From an optimization exercise on the open Yosys and OpenROAD flow, aimed at small area; shortcuts taken in it are not production practice.
The RTL was checked by simulation tests, not by an equivalence proof against the original design.

// edgeDetection2
module edgeDetection2(
    input  logic        clk,
    input  logic        n_rst,
    input  logic        startSignal,
    input  logic [23:0] inputData,
    input  logic        rwError,
    input  logic        readDone,
    input  logic        writeDone,
    output logic [31:0] readAddress,
    output logic [7:0]  outputData,
    output logic        readEnable,
    output logic        writeEnable,
    output logic        outputError
);
localparam [2:0] IDLE = 3'd0, GEN = 3'd1, WAITD = 3'd2, STORE = 3'd3,
                 ERR = 3'd4, WRITE = 3'd5;
reg [2:0] state;
wire exec  = (state == GEN);
wire sWait = (state == WAITD);
wire store = (state == STORE);
wire grab  = (state == WAITD) & readDone & ~rwError;
reg  [3:0] cnt;      
reg        np3;      
wire       cntTop = np3 ? (cnt == 4'd3) : (cnt == 4'd9);
always_ff @(posedge clk, negedge n_rst)
    if (!n_rst) state <= IDLE;
    else case (state)
        IDLE:    if (startSignal) state <= GEN;
        GEN:     state <= WAITD;
        WAITD:   if (rwError) state <= ERR; else if (readDone) state <= STORE;
        STORE:   state <= cntTop ? WRITE : GEN;
        WRITE:   if (writeDone) state <= GEN;
        default: state <= state;
    endcase
assign readEnable  = (state == WAITD);
assign writeEnable = (state == WRITE);
assign outputError = (state == ERR);
reg [1:0] row;       
reg [9:0] col;       
reg [8:0] off;       
wire rowWrap = row[1] & row[0];
wire colWrap = col[9] & col[7];
wire offWrap = &{off[8:6], off[4:1]};
reg  np3Pre;
wire colWrapD2 = np3 & ~np3Pre;
wire [9:0] colInc; wire [10:0] colC;
wire [8:0] offInc; wire [9:0] offC;
assign colC[0] = 1'b1;
assign offC[0] = 1'b1;
genvar gi;
generate
    for (gi = 0; gi < 10; gi = gi + 1) begin : colIncBit
        ha_u u (.a(col[gi]), .b(colC[gi]), .s(colInc[gi]), .co(colC[gi+1]));
    end
    for (gi = 0; gi < 9; gi = gi + 1) begin : offIncBit
        ha_u u (.a(off[gi]), .b(offC[gi]), .s(offInc[gi]), .co(offC[gi+1]));
    end
endgenerate
always_ff @(posedge clk, negedge n_rst)
    if (!n_rst) begin
        row <= '0; col <= '0; off <= '0;
        np3Pre <= 1'b0; np3 <= 1'b0;
    end else begin
  ...
Size: roughly 680 cells after synthesis, about 120 flip-flops, about 73 I/O pins, ~8400 µm² of cells after synthesis.
clock: 12.0 ns
lec_check: 0
cap_margin: 20
core_margin: 2
core_utilization: 40
slew_margin: 20
synth_hierarchical: 1
standard.sh (not shown) runs the stock make flow with config.mk's settings and CLKGATE_MAP_FILE= SYNTH_SCRIPT=/design/flow/synth_recipe.tcl, a recipe that flattens the netlist after the stock synthesis.
==> flow/flow/run.sh <==
#!/bin/bash
set -e
export BUFFER_PORTS_ARGS="-buffer_cell sky130_fd_sc_hd__buf_1"
export CTS_ARGS="-sink_clustering_enable -repair_clock_nets -dont_use_dummy_load -buf_list sky130_fd_sc_hd__clkbuf_4 -sink_clustering_size 12 -sink_clustering_max_diameter 60"
bash standard.sh > standard.log 2>&1
Next try:
==> flow/flow/run.sh (replaced) <==
#!/bin/bash
set -e
export BUFFER_PORTS_ARGS="-buffer_cell sky130_fd_sc_hd__buf_1"
export CTS_ARGS="-sink_clustering_enable -repair_clock_nets -dont_use_dummy_load -buf_list {sky130_fd_sc_hd__clkbuf_4 sky130_fd_sc_hd__clkbuf_8}"
bash standard.sh > standard.log 2>&1
- The changed run finished clean
- cell area climbs slightly
- global-route usage climbs by 0.20 points
- flip-flop and latch count stays the same
- worst setup slack barely changes
- non-clock buffer count stays the same
- via count drops slightly


Another version of the RTL of edgeDetection2 (not shown whole).
Size in the first run: about 73 I/O pins, roughly 0.0081 mm2 of cells after synthesis.
==> flow/design.v (excerpt) <==
module edgeDetection2(
    input  logic        clk,
    input  logic        n_rst,
    input  logic        startSignal,
    input  logic [23:0] inputData,
    input  logic        rwError,
    input  logic        readDone,
    input  logic        writeDone,
    output logic [31:0] readAddress,
    output logic [7:0]  outputData,
    output logic        readEnable,
    output logic        writeEnable,
    output logic        outputError
);
clock: 12.0 ns
lec_check: 0
cap_margin: 20
core_margin: 2
core_utilization: 60
slew_margin: 20
synth_hierarchical: 1
==> flow/flow/run.sh <==
#!/bin/bash
# The standard layout (standard.sh) with two changes:
#  - the port buffers are the smallest buffer cell (sky130_fd_sc_hd__buf_1);
#  - clock tree synthesis inserts no dummy loads and builds the tree from
#    sky130_fd_sc_hd__clkbuf_4.
# All of standard.sh's output goes to standard.log; each ORFS step keeps its
# own log under orfs/logs/.
set -e
export BUFFER_PORTS_ARGS="-buffer_cell sky130_fd_sc_hd__buf_1"
export CTS_ARGS="-sink_clustering_enable -repair_clock_nets -dont_use_dummy_load -buf_list sky130_fd_sc_hd__clkbuf_4 -sink_clustering_size 20 -sink_clustering_max_diameter 120"
bash standard.sh > standard.log 2>&1
The baseline completed without violations.
==> next run, changes <==
--- a/flow/flow/run.sh
+++ b/flow/flow/run.sh
@@ -10 +10 @@
-export CTS_ARGS="-sink_clustering_enable -repair_clock_nets -dont_use_dummy_load -buf_list sky130_fd_sc_hd__clkbuf_4 -sink_clustering_size 20 -sink_clustering_max_diameter 120"
+export CTS_ARGS="-sink_clustering_enable -repair_clock_nets -dont_use_dummy_load -buf_list sky130_fd_sc_hd__clkbuf_4 -sink_clustering_size 10 -sink_clustering_max_diameter 40"
--- a/flow/config.mk
+++ b/flow/config.mk
@@ -10 +10 @@
-export CORE_UTILIZATION = 60
+export CORE_UTILIZATION = 40
Setup slack loses 0.037 ns.
Fmax came out lower by about 0.35%.
First-iteration DRC count came out lower by 33%.
Critical path depth is unchanged.
Routed wire length came out lower by about 5.5%.
Clock-buffer cell count does not change.
Synthesized area stays the same.
Non-clock buffer count came out higher by 1.
==> next run, changes <==
--- a/flow/flow/run.sh
+++ b/flow/flow/run.sh
@@ -10 +10 @@
-export CTS_ARGS="-sink_clustering_enable -repair_clock_nets -dont_use_dummy_load -buf_list sky130_fd_sc_hd__clkbuf_4 -sink_clustering_size 10 -sink_clustering_max_diameter 40"
+export CTS_ARGS="-sink_clustering_enable -repair_clock_nets -dont_use_dummy_load -buf_list sky130_fd_sc_hd__clkbuf_4 -sink_clustering_size 20 -sink_clustering_max_diameter 120"
--- a/flow/config.mk
+++ b/flow/config.mk
@@ -10 +10 @@
-export CORE_UTILIZATION = 40
+export CORE_UTILIZATION = 70
Outcome: Core utilization came out higher by 31 points. Cell count decreases by 13%. Routed wire length climbs by 2.7%.
==> next run, changes <==
--- a/flow/config.mk
+++ b/flow/config.mk
@@ -10 +10 @@
-export CORE_UTILIZATION = 70
+export CORE_UTILIZATION = 80
=> Hold slack stays flat. First-iteration DRC count shrinks by 2.6%. Cell area barely changes.

afterwards: timing with drivers on the ports:
Ports are ideal in the flow. The routed layouts listed here were re-timed in OpenROAD.
Step 1, drivers: a clkbuf_16 drives clk and a buf_2 each remaining input, both assumed.
Step 2 also shifts input and output timing later by t, the mid clock arrival at the registers, as if the neighbouring blocks saw the same clock.
Slacks: ideal ports / drivers / drivers and shift; pairs: ideal ports / drivers.
run	t, ns	setup WS [ns]	worst data-port slew with drivers (ns)	cell pins on the clock port's net
the first run of note 1	0.546	1.041 / 1.041 / 1.041	0.03	1
the second run of note 1	0.470	1.039 / 1.039 / 1.039	0.03	1
the first run of note 2	0.539	1.352 / 1.352 / 1.352	0.03	1
the second run of note 2	0.554	1.315 / 1.315 / 1.315	0.05	1
the third run of note 2	0.536	1.225 / 1.225 / 1.225	0.04	1
the fourth run of note 2	0.543	1.162 / 1.162 / 1.162	0.04	1
After both steps setup and hold are still met in every run listed.
